Source: an optimization exercise on an open RTL-to-GDS flow (aim: small area and a short achievable clock period). Production flows keep margins and buffers that such runs may drop.
Only simulation tests tie the RTL to the original design; equivalence was not proved.
No activity file was given, so power comes from the tool's default toggle rates.

`flow/config.mk`:
```
export PLATFORM = sky130hd
export DESIGN_NAME = datapath
export DESIGN_NICKNAME = datapath
export VERILOG_FILES = /design/flow/design.v
export SDC_FILE = /design/flow/constraint.sdc
export NUM_CORES = 4
export LEC_CHECK = 0
export CAP_MARGIN = 20
export CORE_MARGIN = 2
export CORE_UTILIZATION = 40
export SLEW_MARGIN = 20
```
`flow/constraint.sdc`:
```
create_clock -name core_clock -period 5.5 [get_ports {clk}]
set_input_delay 1.1000 -clock core_clock [delete_from_list [all_inputs] [get_ports {clk}]]
set_output_delay 1.1000 -clock core_clock [all_outputs]
set_load 0.01 [all_outputs]
```
`flow/design.v`:
```
module vDFFE(clk,en,D,Q);
  parameter n=1;
  input clk, en;
  input [n-1:0] D;
  output [n-1:0] Q;
  reg [n-1:0] Q;
  always @(posedge clk)
    if (en) Q <= D;
endmodule
module regfile(data_in,writenum,write,readnum,clk,data_out);
localparam IV0 = 8'b00000001;
localparam IV1 = 8'b00000010;
localparam IV2 = 8'b00000100;
localparam IV3 = 8'b00001000;
localparam IV4 = 8'b00010000;
localparam IV5 = 8'b00100000;
localparam IV6 = 8'b01000000;
localparam IV7 = 8'b10000000;
reg[15:0] OUT0, OUT1, OUT2, OUT3, OUT4, OUT5, OUT6, OUT7;
input [15:0] data_in;
input [2:0] writenum, readnum;
input write, clk;
output [15:0] data_out;
reg registerOut;
reg regSel[2:0];
always_ff @(posedge clk) begin
if (write) begin
case(writenum)
	0:begin
	   OUT0 <= data_in;
	   OUT1 <= OUT1;
	   OUT2 <= OUT2;
	   OUT3 <= OUT3;
	   OUT4 <= OUT4;
	   OUT5 <= OUT5;
	   OUT6 <= OUT6;
	   OUT7 <= OUT7;
	   end
	1: begin
	   OUT0 <= OUT0;
	   OUT1 <= data_in;
	   OUT2 <= OUT2;
	   OUT3 <= OUT3;
	   OUT4 <= OUT4;
	   OUT5 <= OUT5;
	   OUT6 <= OUT6;
	   OUT7 <= OUT7;
	   end
	2: begin
 	   OUT0 <= OUT0;
	   OUT1 <= OUT1;
	   OUT2 <= data_in;
	   OUT3 <= OUT3;
	   OUT4 <= OUT4;
	   OUT5 <= OUT5;
	   OUT6 <= OUT6;
	   OUT7 <= OUT7;
	   end
	3: begin 
	   OUT0 <= OUT0;
	   OUT1 <= OUT1;
	   OUT2 <= OUT2;
	   OUT3 <= data_in;
	   OUT4 <= OUT4;
	   OUT5 <= OUT5;
	   OUT6 <= OUT6;
	   OUT7 <= OUT7;
	   end
	4: begin
	   OUT0 <= OUT0;
	   OUT1 <= OUT1;
	   OUT2 <= OUT2;
	   OUT3 <= OUT3;
	   OUT4 <= data_in;
	   OUT5 <= OUT5;
	   OUT6 <= OUT6;
	   OUT7 <= OUT7;
	   end
	5: begin
	   OUT0 <= OUT0;
	   OUT1 <= OUT1;
	   OUT2 <= OUT2;
	   OUT3 <= OUT3;
	   OUT4 <= OUT4;
	   OUT5 <= data_in;
	   OUT6 <= OUT6;
	   OUT7 <= OUT7;
	   end
	6: begin 
	   OUT0 <= OUT0;
	   OUT1 <= OUT1;
	   OUT2 <= OUT2;
	   OUT3 <= OUT3;
	   OUT4 <= OUT4;
	   OUT5 <= OUT5;
	   OUT6 <= data_in;
	   OUT7 <= OUT7;
	   end
	7: begin
	   OUT0 <= OUT0;
	   OUT1 <= OUT1;
	   OUT2 <= OUT2;
	   OUT3 <= OUT3;
	   OUT4 <= OUT4;
	   OUT5 <= OUT5;
	   OUT6 <= OUT6;
	   OUT7 <= data_in;
	   end
	default: begin
	   OUT0 <= OUT0;
	   OUT1 <= OUT1;
	   OUT2 <= OUT2;
	   OUT3 <= OUT3;
	   OUT4 <= OUT4;
	   OUT5 <= OUT5;
	   OUT6 <= OUT6;
	   OUT7 <= OUT7;
	   end
endcase
end 
end  
assign data_out = (readnum == 3'b000) ? OUT0 :
              (readnum == 3'b001) ? OUT1 :
              (readnum == 3'b010) ? OUT2 :
              (readnum == 3'b011) ? OUT3 :
              (readnum == 3'b100) ? OUT4 :
              (readnum == 3'b101) ? OUT5 :
              (readnum == 3'b110) ? OUT6 :
              (readnum == 3'b111) ? OUT7 :
              1'b0;  
endmodule
module shifter(in,shift,sout);
input [15:0] in;
input [1:0] shift;
output reg [15:0] sout;
always @(shift or in) begin 
    case(shift)
        2'b00: sout = in;
        2'b01: sout = in << 1;
        2'b10: sout = in >> 1;
        2'b11: sout = $signed(in) >>> 1;
        default: sout = 16'bx;
    endcase
end
endmodule
module ALU(Ain,Bin,ALUop,out,Z);
input [15:0] Ain, Bin;
input [1:0] ALUop;
output reg [15:0] out;
output reg Z;
always @(Ain or Bin or ALUop) begin
	case(ALUop) 
		2'b00: out = Ain + Bin;
		2'b01: out = Ain - Bin;
		2'b10: out = Ain & Bin;
		2'b11: out = ~Bin;
		default: out = 16'bx;
	endcase
	if (out == 16'b0) Z = 1;
	else Z = 0;
end 
endmodule
module datapath(write, vsel, loada, loadb, asel, bsel, loadc, loads, datapath_in,
		 clk, readnum, writenum, shift, ALUop, Z_out, datapath_out);
  input [15:0] datapath_in;
  input clk, write, vsel, loada, loadb, asel, bsel, loadc, loads;
  input [2:0] writenum, readnum;
  input [1:0] shift, ALUop;
  output [15:0] datapath_out;
  output reg Z_out;
  reg [15:0] Ain, Bin,data_out, A_out, B_out, ALU_out, B_shift, data_in, sout;
  reg Z;
  assign data_in = vsel ? datapath_in: datapath_out;
  regfile REGFILE (.data_in(data_in), .writenum(writenum),
			 .write(write), .readnum(readnum), .clk(clk), .data_out(data_out));
  vDFFE #(16) A (.clk(clk), .en(loada), .D(data_out), .Q(A_out));
  vDFFE #(16) B (.clk(clk), .en(loadb), .D(data_out), .Q(B_out));
  vDFFE #(16) C (.clk(clk), .en(loadc), .D(ALU_out), .Q(datapath_out));
  vDFFE status (.clk(clk), .en(loads), .D(Z), .Q(Z_out));
 shifter shifter (.in(B_out), .shift(shift), .sout(sout));
  assign Ain = (asel == 1) ? 16'b0 : A_out;
  assign Bin = (bsel == 1) ? {11'b0, datapath_in[4:0]} : sout;
  ALU calculator (.Ain(Ain), .Bin(Bin), .ALUop(ALUop), .out(ALU_out) , .Z(Z));
endmodule
```
`flow/run.sh`:
```
#!/bin/bash
# synth_recipe.tcl (not shown) runs the flow's synth.tcl, then flattens the netlist and writes it again
# the make line also repeats each setting of config.mk as NAME=value (left out here)
make -C /OpenROAD-flow-scripts/flow DESIGN_CONFIG=/design/flow/config.mk WORK_HOME=/design/flow/orfs CLKGATE_MAP_FILE= SYNTH_SCRIPT=/design/flow/synth_recipe.tcl finish
```
==> results of run 1 <==
metal layers:
metal | part of all wire (%) | GRT usage, % | up-vias
li1 | - | - | 2770
met1 | 46 | 24.1 | 2856
met2 | 50 | 31.4 | 116
met3 | 2.9 | 3.27 | 31
met4 | 1.8 | 5.50 | 0
met5 | 0 | 0 | -
worst max-delay path: stages:
cell and delay (ps):
clkdlybuf4s50_1 590, nor2b_1 320, a221o_1 280, ha_1 240, nand3_1 160, nor3_1 180, nor2_1 110, nor2_1 160
xor2_1 170, ha_1 310, and3_1 240, a221oi_1 270, a2bb2oi_1 210, o211ai_1 130, xnor2_1 190, mux2_2 370
nand4b_1 130, nor2_1 70
worst paths after layout:
| check | endpoint | slack [ps] | depth (start not counted) |
|---|---|---|---|
| max reg2reg | status.Q | 1460 | 18 |
| min | A.Q[8] | 600 | 2 |
| min reg2reg | A.Q[8] | 600 | 2 |
| max | status.Q | 470 | 18 |
cells in the mapped netlist (3+ instances only):
master      n
a21o_1      9
buf_2       4
and3_1      4
o221ai_1    8
or4_1       3
xnor2_1    17
a211oi_1    9
nor2b_1    47
mux2i_1    37
xor2_1      6
nor2_1     48
clkbuf_1   20
nor3_1     10
or2_2       3
a22oi_1     7
a31oi_1     4
edfxtp_1  177
mux2_2     43
nor3b_1     6
nand2_1    32
nand2b_1   11
and2_1      3
nand3_1     6
buf_1       7
o211ai_1    5
ha_1       17
o31a_1      3
nor4_1      3
a22o_1      8
inv_1      24
a222oi_1    6
mux4_2      7
a21oi_1    34
o21ai_0    21
o21a_1      7
logic make-up after synthesis:
family / after synthesis / share of synthesized area (%)
AND/OR/NAND/NOR: 186 / 10.8
buffers and inverters: 58 / 2.75
adder cells (fa/ha/maj): 18 / 2.60
multiplexers: 87 / 11.3
XOR/XNOR: 23 / 2.25
flip-flops: 177 / 59.4
AO/OA/AOI/OAI: 139 / 11.0
flip-flops by register name (all words and copies together) (netlist names):
register	count
status.Q	1
REGFILE.OUT2	16
B.Q	16
REGFILE.OUT1	16
REGFILE.OUT0	16
REGFILE.OUT7	16
REGFILE.OUT4	16
REGFILE.OUT6	16
A.Q	16
REGFILE.OUT5	16
REGFILE.OUT3	16
C.Q	16
through the flow:
step	instances	utilization (%)	hold WS (ps)
detailed placement	1024	45.5	572
finish	1056	48.4	600
global placement	1024	45.5	573
CTS	1056	48.4	593
global route	1056	48.4	635
floorplan	688	-	508
final cells by class:
class,instances,share of cell area (%)
multi-input combinational,453,32.1
sequential,177,50.1
timing repair buffer,89,7.57
inverter,25,0.885
clock inverter,14,1.98
clock buffer,18,4.05
tap,280,3.30
power by group through the flow:
stage          combinational (uW)  clock [uW]  sequential, uW
2_1_floorplan                 364           0            1630
3_3_place_gp                  582           0            1640
3_5_place_dp                  586           0            1640
4_1_cts                       592        1320            1610
5_1_grt                       646        1370            1610
6_report                      591        1300            1610
==> flow_metrics.py, run 1 <==
metrics = {
    "clocking": {
        "clock-sinks": 177,
        "path_clk_slew_ps": 60,
        "clk_latency_ps": 430,
        "cts.repair.resized": 0,
        "cts_hold_buf": 0,
        "cts_root_buffer": "clkbuf_16",
        "cts_buffer_depth": 2,
        "cts_setup_buffers": 0,
        "cts_tree": "built",
        "cts-buffers-inserted": 17,
        "htree_levels": 4,
    },
    "timing": {
        "finalMaxSlewViolations": 0,
        "rsz0062_at_grt": "no",
        "finalSetupViolCount": 0,
        "fin_ws_ps": 469,
        "slew_headroom_pct": 37.5,
        "worst_pin_slew_ps": 935,
        "min_period_ps": 5030,
        "hold_viol": 0,
        "min_period_over_period_pct": 91.5,
        "max_freq_ghz": 0.199,
        "finalSetupTns_ps": 0,
        "fin_skew_ps": 8.29,
    },
    "power": {
        "clkPwrFrac_pct": 37.1,
        "p_int_uw": 2650,
        "p_comb_share_pct": 16.9,
        "power_uw": 3500,
        "p_leak_uw": 0.00382,
        "power_frac_seq_pct": 46.0,
        "powerDensity_nw_per_um2": 330,
        "ir_drop_mv": 0.208,
        "switchingPower_uw": 850,
        "power_switching_share_pct": 24.3,
    },
    "die": {
        "die_x_um": 154,
        "core_sq_um": 21900,
        "num_io_pins": 52,
        "initial_utilization_pct": 40.9,
        "die_area_sq_um": 23600,
        "rows": 54,
        "die_h_um": 154,
    },
    "logic_synthesis": {
        "synth_edf_count": 177,
        "netlist_area_sq_um": 8950,
        "yosys_warnings": 8,
        "seq_area_frac_synth_pct": 59.4,
        "avgSynthCellArea_sq_um": 13.0,
        "ys_ff_latch": 177,
        "synth_top_flop_cell": "edfxtp_1",
        "syn_inst": 688,
        "ys_types": 61,
        "synth_nets": 741,
        "synthTopCellsByArea": "edfxtp_1 (59%), mux2_2 (5.4%), mux2i_1 (4.1%), nor2b_1 (3.3%), ha_1 (2.4%)",
        "synth_top_cell_area_share_pct": 59.4,
        "async_flop_share_pct": 0,
        "synth_top_area_cell": "edfxtp_1",
    },
    "setup_path": {
        "endpoint_kind": "flip-flop",
        "critPathArrivalTime_ps": 5210,
        "critPathKind": "in2reg",
        "worstReg2RegStart": "B.Q[1]",
        "crit_start": "shift[1]",
        "path_max_fanout": 6,
        "cp-start-kind": "input port",
        "required_ps": 5680,
    },
    "route": {
        "drt-total-wl_mm": 21.2,
        "drt_first_pass_iters": 5,
        "vias": 5773,
        "drc": 0,
        "wire_per_inst_um": 20.0,
        "viasPerCell": 5.47,
        "drtAntennaViolNets": 0,
        "drt_iter0_drc": 397,
    },
    "final_layout": {
        "register_area_sq_um": 5320,
        "drive_above_1_share_pct": 16.6,
        "area_growth_syn_to_layout_pct": 18.4,
        "final_common_cell": "edfxtp_1",
        "antennaDiodeCount": 0,
        "finalInstanceArea_sq_um": 10600,
        "nNetsFinal": 816,
        "fill_cells": 1947,
        "multi_input_area_sq_um": 3400,
        "layout_common_cells": "edfxtp_1 (177), clkdlybuf4s50_1 (50), nor2_1 (48)",
    },
    "run_status": {
        "outcome": "complete, no violations",
    },
    "placement": {
        "placed_area_sq_um": 9970,
        "dp_hpwl_mm": 15.0,
        "pre_cts_ws_ps": 82.4,
        "place_congestion": 0.825,
        "io_buffers": 51,
    },
    "grt": {
        "grt_pass1_vias": 5978,
        "grt_overflow": 0,
        "grt_start_max_net_pins": 41,
        "antenna_found_initial": 0,
        "grt_pass1_wl_mm": 33.3,
        "grt_util_all_layers_pct": 18.4,
    },
    "run": {
        "cap_violations": 0,
    },
    "min_path": {
        "hold_start": "REGFILE.OUT0[8]",
        "hp-class": "reg2reg",
    },
}
==> run 2, diff against run 1 <==
==> flow/design.v (replaced) <==
module vDFFE(clk,en,D,Q);
  parameter n=1;
  input clk, en;
  input [n-1:0] D;
  output [n-1:0] Q;
  reg [n-1:0] Q;
  always @(posedge clk)
    if (en) Q <= D;
endmodule
module regfile(data_in,writenum,write,readnum,clk,data_out);
  input [15:0] data_in;
  input [2:0] writenum, readnum;
  input write, clk;
  output [15:0] data_out;
  reg [15:0] R [0:7];
  always_ff @(posedge clk)
    if (write) R[writenum] <= data_in;
  assign data_out = R[readnum];
endmodule
module shifter(in,shift,sout);
  input [15:0] in;
  input [1:0] shift;
  output reg [15:0] sout;
  always @* begin
    case (shift)
      2'b00: sout = in;
      2'b01: sout = {in[14:0], 1'b0};
      2'b10: sout = {1'b0, in[15:1]};
      default: sout = {in[15], in[15:1]};
    endcase
  end
endmodule
module ALU(Ain,Bin,ALUop,out,Z);
  input [15:0] Ain, Bin;
  input [1:0] ALUop;
  output reg [15:0] out;
  output reg Z;
  wire [15:0] x = Ain ^ Bin;
  wire zadd = ~|(x ^ {Ain[14:0] | Bin[14:0], 1'b0});
  wire zsub = ~|x;
  wire zand = ~|(Ain & Bin);
  wire znot = &Bin;
  always @* begin
    case (ALUop)
      2'b00: out = Ain + Bin;
      2'b01: out = Ain - Bin;
      2'b10: out = Ain & Bin;
      default: out = ~Bin;
    endcase
    case (ALUop)
      2'b00: Z = zadd;
      2'b01: Z = zsub;
      2'b10: Z = zand;
      default: Z = znot;
    endcase
  end
endmodule
module datapath(write, vsel, loada, loadb, asel, bsel, loadc, loads, datapath_in,
		 clk, readnum, writenum, shift, ALUop, Z_out, datapath_out);
  input [15:0] datapath_in;
  input clk, write, vsel, loada, loadb, asel, bsel, loadc, loads;
  input [2:0] writenum, readnum;
  input [1:0] shift, ALUop;
  output [15:0] datapath_out;
  output Z_out;
  wire [15:0] data_in, data_out, A_out, B_out, sout, Ain, Bin, ALU_out;
  wire Z;
  assign data_in = vsel ? datapath_in : datapath_out;
  regfile REGFILE (.data_in(data_in), .writenum(writenum), .write(write),
                   .readnum(readnum), .clk(clk), .data_out(data_out));
  vDFFE #(16) A (.clk(clk), .en(loada), .D(data_out), .Q(A_out));
  vDFFE #(16) B (.clk(clk), .en(loadb), .D(data_out), .Q(B_out));
  vDFFE #(16) C (.clk(clk), .en(loadc), .D(ALU_out), .Q(datapath_out));
  vDFFE status (.clk(clk), .en(loads), .D(Z), .Q(Z_out));
  shifter shifter (.in(B_out), .shift(shift), .sout(sout));
  assign Ain = asel ? 16'b0 : A_out;
  assign Bin = bsel ? {11'b0, datapath_in[4:0]} : sout;
  ALU calculator (.Ain(Ain), .Bin(Bin), .ALUop(ALUop), .out(ALU_out), .Z(Z));
endmodule
==> flow_metrics.py, run 2 <==
metrics = {
    "final_layout": {
        "layout_common_cells": "edfxtp_1 (177), clkdlybuf4s50_1 (50), ha_1 (48)",
        "stdcell_count": 1051,
        "largest_register_ffs": 128,
        "antennaDiodeCount": 0,
        "fin_util_pct": 46.9,
        "drive_above_1_share_pct": 20.5,
        "largest-register": "REGFILE.R",
        "nNetsFinal": 804,
        "finalInstanceArea_sq_um": 10900,
        "final_common_cell": "edfxtp_1",
        "area_growth_syn_to_layout_pct": 15.7,
    },
    "die": {
        "initial_utilization_pct": 40.5,
        "die_x_um": 157,
        "rows": 56,
        "core_sq_um": 23300,
        "die_h_um": 157,
        "num_io_pins": 52,
        "die_area_sq_um": 24800,
    },
    "clocking": {
        "cts_root_buffer": "clkbuf_16",
        "path_clk_slew_ps": 80,
        "cts_buffer_depth": 2,
        "cts_tree": "built",
        "htree_levels": 4,
        "cts_setup_buffers": 0,
        "clk_latency_ps": 430,
        "cts_hold_buf": 0,
        "cts-buffers-inserted": 17,
        "cts.repair.resized": 0,
        "clock-sinks": 177,
    },
    "timing": {
        "finalSetupTns_ps": 0,
        "finalMaxSlewViolations": 0,
        "min_period_ps": 4710,
        "worst_pin_slew_ps": 1060,
        "hold_viol": 0,
        "min_period_over_period_pct": 85.6,
        "fin_skew_ps": 22.3,
        "finalSetupViolCount": 0,
        "rsz0062_at_grt": "no",
        "max_freq_ghz": 0.212,
        "slew_headroom_pct": 29.3,
    },
    "logic_synthesis": {
        "avgSynthCellArea_sq_um": 14.3,
        "ys_types": 76,
        "netlist_area_sq_um": 9420,
        "yosys_warnings": 5,
        "yosysMostFrequentCell": "edfxtp_1",
        "ys_ff_latch": 177,
        "async_flop_share_pct": 0,
        "synth_edf_count": 177,
        "seq_area_frac_synth_pct": 56.4,
        "synthTopCellsByArea": "edfxtp_1 (56%), mux4_2 (7.6%), ha_1 (6.4%), mux2_2 (4.2%), xnor2_1 (1.8%)",
        "syn_inst": 658,
        "synth_nets": 742,
        "synth_top_area_cell": "edfxtp_1",
        "synth_top_cell_area_share_pct": 56.4,
        "synth_common_cells": "edfxtp_1 (177), ha_1 (48), inv_1 (37)",
        "synth_top_flop_cell": "edfxtp_1",
    },
    "grt": {
        "met3_usage_pct": 2.59,
        "grt_pass1_wl_mm": 34.6,
        "use_met2_pct": 33.3,
        "grt_start_max_net_pins": 33,
        "grt.busiest_layer": "met2",
        "grt_overflow": 0,
        "grt_util_all_layers_pct": 19.1,
        "grt_pass1_vias": 5779,
        "use_met1_pct": 25.6,
        "antenna_found_initial": 1,
    },
    "placement": {
        "place_congestion": 0.985,
        "placed_area_sq_um": 10300,
        "dp_hpwl_mm": 16.5,
        "placedCellCount": 1020,
        "io_buffers": 51,
    },
    "setup_path": {
        "endpoint_kind": "flip-flop",
        "critPathKind": "in2reg",
        "critPathArrivalTime_ps": 4890,
        "required_ps": 5680,
        "cp-start-kind": "input port",
        "path_max_fanout": 24,
    },
    "power": {
        "ir_drop_mv": 0.248,
        "powerDensity_nw_per_um2": 310,
        "p_leak_uw": 0.00391,
        "power_uw": 3380,
    },
    "run_status": {
        "outcome": "complete, no violations",
    },
    "route": {
        "drt_first_pass_iters": 5,
        "drt_iter0_drc": 325,
        "wire_per_inst_um": 21.6,
        "drtAntennaViolNets": 0,
        "drt-total-wl_mm": 22.7,
        "drc": 0,
        "vias": 5687,
        "viasPerCell": 5.41,
    },
    "min_path": {
        "hp-class": "reg2reg",
    },
    "run": {
        "cap_violations": 0,
    },
}
[run 2: area by class of cell]
class | count | area (sq um)
multi-input cells | 411 | 3800
clock inverters | 14 | 143
repair buffers | 73 | 671
flip-flops and latches | 177 | 5320
fillers | 2058 | 12400
inverters | 40 | 151
clock buffers | 17 | 425
well taps | 319 | 399
[run 2: worst paths after layout]
| path | from | end | slack, ps | cells after the start |
|---|---|---|---|---|
| min reg2reg | C.Q[0] | REGFILE.R[4][0] | 750 | 1 |
| max | shift[0] | C.Q[12] | 790 | 16 |
| max reg2reg | B.Q[1] | C.Q[12] | 1680 | 16 |
| min | C.Q[0] | REGFILE.R[4][0] | 750 | 1 |
[run 2: power breakdown]
part | internal [uW] | switching (uW) | leakage [uW]
Clock | 602 | 566 | 0.000280
Combinational | 259 | 327 | 0.00199
Sequential | 1580 | 41.7 | 0.00165
Total | 2440 | 935 | 0.00391
[run 2: cell families (layout without fill, tap and decap cells)]
family / Yosys count / in the layout / share of synthesized area [%]
AND/OR/NAND/NOR: 137 / 137 / 8.03
adder cells (fa/ha/maj): 49 / 49 / 6.59
XOR/XNOR: 39 / 39 / 3.71
buffers and inverters: 70 / 144 / 3.53
multiplexers: 78 / 78 / 13.1
AO/OA/AOI/OAI: 108 / 108 / 8.58
flip-flops: 177 / 177 / 56.4
[run 2: per-stage QoR]
stage / hold slack (ps) / setup WS (ps)
final: 752 / 793
after global routing: 791 / 438
after CTS: 764 / 809
after detailed placement: 722 / 352
after global placement: 706 / 454
after floorplan: 706 / 942
[run 2: layer usage]
metal  vias up  wire, um
met4         0       299
met2       117     11700
met3        23       656
li1       2648         -
met1      2899     10100
met5         -         0
[run 2: worst max-delay path, stage by stage]
cell and delay (ps):
clkdlybuf4s50_1 510, buf_4 320, nor3b_1 140, o31ai_4 260
ha_1 290, nor2_1 80, xor2_1 150, ha_1 370
nor2b_1 150, o21ai_0 210, a21boi_0 170, o21ai_0 270
a21oi_1 210, a311oi_1 380, xor2_1 190, o21ai_0 90
==> run 3, diff against run 2 <==
--- a/flow/design.v
+++ b/flow/design.v
@@ -34,6 +34,52 @@
   input [15:0] Ain, Bin;
   input [1:0] ALUop;
-  output reg [15:0] out;
+  output [15:0] out;
   output reg Z;
+  wire arith = ~ALUop[1];
+  wire sub   = ~ALUop[1] & ALUop[0];
+  wire [15:0] bb = Bin ^ {16{sub}};
+  wire [15:0] p  = Ain ^ bb;
+  wire [15:0] g  = Ain & bb & {16{arith}};
+  wire [15:0] t  = arith ? p : (ALUop[0] ? ~Bin : (Ain & Bin));
+  wire [15:0] g0 = {g[15:1], g[0] | (p[0] & sub)};
+  wire [15:0] G1, P1, G2, P2, G3, P3, G4;
+  genvar i;
+  generate
+    for (i = 0; i < 16; i = i + 1) begin : l1
+      if (i >= 1) begin
+        assign G1[i] = g0[i] | (p[i] & g0[i-1]);
+        assign P1[i] = p[i] & p[i-1];
+      end else begin
+        assign G1[i] = g0[i];
+        assign P1[i] = p[i];
+      end
+    end
+    for (i = 0; i < 16; i = i + 1) begin : l2
+      if (i >= 2) begin
+        assign G2[i] = G1[i] | (P1[i] & G1[i-2]);
+        assign P2[i] = P1[i] & P1[i-2];
+      end else begin
+        assign G2[i] = G1[i];
+        assign P2[i] = P1[i];
+      end
+    end
+    for (i = 0; i < 16; i = i + 1) begin : l3
+      if (i >= 4) begin
+        assign G3[i] = G2[i] | (P2[i] & G2[i-4]);
+        assign P3[i] = P2[i] & P2[i-4];
+      end else begin
+        assign G3[i] = G2[i];
+        assign P3[i] = P2[i];
+      end
+    end
+    for (i = 0; i < 16; i = i + 1) begin : l4
+      if (i >= 8)
+        assign G4[i] = G3[i] | (P3[i] & G3[i-8]);
+      else
+        assign G4[i] = G3[i];
+    end
+  endgenerate
+  wire [15:0] c = {G4[14:0], sub};
+  assign out = t ^ (c & {16{arith}});
   wire [15:0] x = Ain ^ Bin;
   wire zadd = ~|(x ^ {Ain[14:0] | Bin[14:0], 1'b0});
@@ -42,10 +88,4 @@
   wire znot = &Bin;
   always @* begin
-    case (ALUop)
-      2'b00: out = Ain + Bin;
-      2'b01: out = Ain - Bin;
-      2'b10: out = Ain & Bin;
-      default: out = ~Bin;
-    endcase
     case (ALUop)
       2'b00: Z = zadd;
==> flow/flow/run.sh (new file) <==
#!/bin/bash
set -euo pipefail
W=$(pwd)
cat > "$W/own_config.mk" <<EOF
include $W/config.mk
export BUFFER_PORTS_ARGS = -buffer_cell sky130_fd_sc_hd__buf_2
export CTS_ARGS = -sink_clustering_enable -repair_clock_nets -dont_use_dummy_load
EOF
sed "s#DESIGN_CONFIG=[^ ]*#DESIGN_CONFIG=$W/own_config.mk#" standard.sh > own_standard.sh
bash own_standard.sh > "$W/flow_make.log" 2>&1
==> flow/standard.sh (new file) <==
#!/bin/bash
# synth_recipe.tcl (not shown) runs the flow's synth.tcl, then flattens the netlist and writes it again
# the make line also repeats each setting of config.mk as NAME=value (left out here)
make -C /OpenROAD-flow-scripts/flow DESIGN_CONFIG=/design/flow/config.mk WORK_HOME=/design/flow/orfs CLKGATE_MAP_FILE= SYNTH_SCRIPT=/design/flow/synth_recipe.tcl "${@:-finish}"
--- a/flow/config.mk
+++ b/flow/config.mk
@@ -9,3 +9,4 @@
 export CORE_MARGIN = 2
 export CORE_UTILIZATION = 40
+export SETUP_SLACK_MARGIN = 3.2
 export SLEW_MARGIN = 20
removed: flow/run.sh
==> flow_metrics.py, run 3 <==
metrics = {
    "die": {
        "die_x_um": 156,
        "die_area_sq_um": 24200,
        "die_h_um": 156,
        "initial_utilization_pct": 40.7,
        "num_io_pins": 52,
        "rows": 55,
        "core_sq_um": 22600,
    },
    "route": {
        "drt_first_pass_iters": 4,
        "wire_per_inst_um": 22.0,
        "drc": 0,
        "drt-total-wl_mm": 22.1,
        "drt_iter0_drc": 243,
        "vias": 5534,
        "viasPerCell": 5.50,
        "drtAntennaViolNets": 0,
    },
    "power": {
        "switchingPower_uw": 827,
        "ir_drop_mv": 0.201,
        "p_comb_share_pct": 19.7,
        "powerDensity_nw_per_um2": 295,
        "p_leak_uw": 0.00394,
        "clkPwrFrac_pct": 30.2,
        "power_uw": 3230,
        "power_frac_seq_pct": 50.2,
        "p_int_uw": 2400,
        "power_switching_share_pct": 25.6,
    },
    "logic_synthesis": {
        "yosys.area_share.simple_pct": 6.73,
        "yosys_warnings": 5,
        "synthTopCellsByArea": "edfxtp_1 (58%), mux4_2 (7.8%), ha_1 (6.3%), mux2_2 (5.3%), xnor2_1 (2.7%)",
        "synth_compound_area_share_pct": 6.88,
        "synth_nets": 724,
        "synth-xor-area-share_pct": 4.58,
        "seq_area_frac_synth_pct": 57.9,
        "synth_fa_ha_area_share_pct": 6.27,
        "ys_types": 51,
        "synth.area.mux_share_pct": 14.5,
        "synth_common_cells": "edfxtp_1 (177), ha_1 (46), mux2_2 (43)",
        "synth_edf_count": 177,
        "synth_top_family_by_area": "multiplexers",
        "synth_top_area_cell": "edfxtp_1",
        "syn_inst": 643,
        "avgSynthCellArea_sq_um": 14.3,
        "synth_top_cell_area_share_pct": 57.9,
        "yosysMostFrequentCell": "edfxtp_1",
        "synth_top_flop_cell": "edfxtp_1",
        "netlist_area_sq_um": 9180,
        "async_flop_share_pct": 0,
        "ys_ff_latch": 177,
    },
    "placement": {
        "io_buffers": 51,
        "place_congestion": 0.910,
        "dp_hpwl_mm": 15.3,
    },
    "clocking": {
        "cts_root_buffer": "clkbuf_16",
        "cts_hold_buf": 0,
        "clk_latency_ps": 420,
        "cts_tree": "built",
        "path_clk_slew_ps": 60,
        "htree_levels": 4,
        "cts-buffers-inserted": 17,
        "clock-sinks": 177,
        "cts_buffer_depth": 2,
    },
    "setup_path": {
        "critPathKind": "in2reg",
        "required_ps": 5660,
        "max_stage_delay_ps": 380,
        "worstPathCellList": "buf_16 > mux2i_1 > nor2_1 > a21oi_2 > o21a_1 > xor2_1 > ha_2 > nand3b_1 > o211ai_4 > a41oi_2 > buf_4 > buf_4 > o22ai_2 > a21oi_2",
        "cp-start-kind": "input port",
        "critPathArrivalTime_ps": 3380,
        "critical-path-slowest-cell": "ha_2",
        "rrSetupSlack_ps": 2690,
        "worstReg2RegStart": "B.Q[1]",
        "path_buf_inv": 3,
        "crit_family": "compound AO/OA/AOI/OAI gates",
        "path_max_fanout": 5,
        "reg2reg_to": "C.Q[7]",
        "reg2regPathDepth": 13,
        "endpoint_kind": "flip-flop",
    },
    "run_status": {
        "outcome": "complete, no violations",
    },
    "grt": {
        "grt_util_all_layers_pct": 18.7,
        "grt_pass1_vias": 5758,
        "grt_start_max_net_pins": 37,
        "antenna_found_initial": 0,
        "grt_overflow": 0,
        "grt_pass1_wl_mm": 33.5,
    },
    "final_layout": {
        "drive_above_1_share_pct": 35.9,
        "nNetsFinal": 805,
        "fill_cells": 1970,
        "area_growth_syn_to_layout_pct": 19.0,
        "largest_register_ffs": 128,
        "layout_common_cells": "edfxtp_1 (177), buf_2 (46), ha_1 (41)",
        "register_area_sq_um": 5320,
        "final_common_cell": "edfxtp_1",
        "largest-register": "REGFILE.R",
        "antennaDiodeCount": 0,
        "multi_input_area_sq_um": 3980,
    },
    "timing": {
        "fin_skew_ps": 23.4,
        "rsz0062_at_grt": "yes",
        "finalSetupViolCount": 0,
        "max_freq_ghz": 0.311,
        "worst_pin_slew_ps": 674,
        "finalMaxSlewViolations": 0,
        "min_period_over_period_pct": 58.5,
        "hold_viol": 0,
        "slew_headroom_pct": 55.0,
        "finalSetupTns_ps": 0,
        "min_period_ps": 3220,
    },
    "run": {
        "cap_violations": 0,
    },
    "min_path": {
        "hold_start": "C.Q[6]",
        "hold-path-cell-count": 1,
        "hold_end": "REGFILE.R[2][6]",
        "hp-class": "reg2reg",
    },
}
run 3: cell count changes after synthesis, sizes merged, moves of 6 or more:
cell	change
a211oi	-6
a21oi	+19
mux2	+6
nand2	+6
nand2b	-8
nor2	+10
nor2b	-15
nor3	-6
o211ai	-8
o21ai	-7
xnor2	+9
run 3: per-stage QoR:
| step | instance area [sq um] | util (%) | worst slack, ps | std cells | hold slack, ps |
|---|---|---|---|---|---|
| 2_1_floorplan | 9410 | - | 1970 | 643 | 706 |
| 3_3_place_gp | 9820 | 43.5 | 1330 | 957 | 730 |
| 3_5_place_dp | 9820 | 43.5 | 1310 | 957 | 731 |
| 4_1_cts | 10800 | 47.6 | 2260 | 997 | 753 |
| 5_1_grt | 10900 | 48.4 | 2150 | 1007 | 793 |
| 6_report | 10900 | 48.4 | 2280 | 1007 | 746 |
run 3: logic make-up (layout without fill, tap and decap cells):
logic type / after synthesis / count (layout)
XOR/XNOR: 48 / 48
buffers and inverters: 67 / 146
AO/OA/AOI/OAI: 92 / 92
flip-flops: 177 / 177
multiplexers: 88 / 88
AND/OR/NAND/NOR: 125 / 125
adder cells (fa/ha/maj): 46 / 46
run 3: layout make-up:
cell class	count	area share, %
Sequential cell	177	48.6
Multi-Input combinational cell	399	36.4
Timing Repair Buffer	92	6.49
Clock buffer	17	3.89
Tap cell	285	3.26
Inverter	37	1.34
run 3: timing repair:
action	4_1_cts	5_1_grt
buffers inserted	21	9
endpoints found under the setup margin	70	26
resized for setup	68	17
pin swaps	26	22
cloned	2	1
run 3: metal layers:
metal | global-route usage, % | routed length, um | vias up
li1 | - | - | 2572
met1 | 24.6 | 9860 | 2822
met2 | 32.3 | 11200 | 111
met3 | 2.45 | 585 | 29
met4 | 5.64 | 414 | 0
met5 | 0 | 0 | -
run 3: how the worst max path moves through the flow:
stage / from / endpoint / slack [ps] / cells past startpoint
final: shift[0] / C.Q[7] / 2280 / 14
after global routing: shift[0] / C.Q[10] / 2150 / 14
after CTS: shift[0] / C.Q[13] / 2260 / 13
after detailed placement: shift[0] / C.Q[5] / 1310 / 13
after global placement: shift[0] / C.Q[5] / 1330 / 13
after floorplan: shift[0] / C.Q[13] / 1970 / 14
run 3: worst register-to-register path: cells and delay by family (launching register included):
| kind | cells | cell delay [ps] |
|---|---|---|
| AOI/OAI and AO/OA | 6 | 1010 |
| DFF | 1 | 440 |
| adders and majority gates | 1 | 350 |
| buffers and inverters | 2 | 320 |
| and+or+nand+nor | 2 | 210 |
| muxes | 1 | 160 |
| xor gates and xnor gates | 1 | 80 |
run 3: power by group through the flow:
stage | registers [uW] | clock network, uW | logic [uW]
after global routing | 1620 | 1040 | 688
after floorplan | 1630 | 0 | 388
after detailed placement | 1650 | 0 | 531
after CTS | 1620 | 986 | 606
after global placement | 1650 | 0 | 524
final | 1620 | 973 | 634

[what the ideal ports hide]
No port has a modelled driver above. Below, the same layouts with a new extraction and two added sets of constraints.
Step 1, drivers: a clkbuf_16 drives clk and a buf_2 each remaining input, both assumed.
Step 2 adds t to the input delays and takes it off the output delays; t is the mean of the earliest and latest rising clock arrival at the registers after step 1. Input paths then give back, and output paths get back, about the clock's delay inside the block.
Slacks: no drivers / after step 1 / after step 2; pairs: no drivers / after step 1.
run | shift t [ns] | setup WS [ns] | hold WS [ns] | worst setup path after step 2 | latest minus earliest clock arrival (ns)
run 1 | 0.465 | 0.469 / 0.452 / -0.013 | 0.600 / 0.600 / 0.600 | input to register | 0.010 / 0.009
run 2 | 0.464 | 0.793 / 0.811 / 0.347 | 0.752 / 0.752 / 0.752 | input to register | 0.022 / 0.022
run 3 | 0.455 | 2.281 / 2.144 / 1.689 | 0.746 / 0.746 / 0.746 | input to register | 0.024 / 0.024
With both steps, setup timing fails in run 1, where it was met with ideal ports. The setup slack of run 3, which loses most, moves by -0.137 ns with the drivers and by -0.592 ns with both steps.
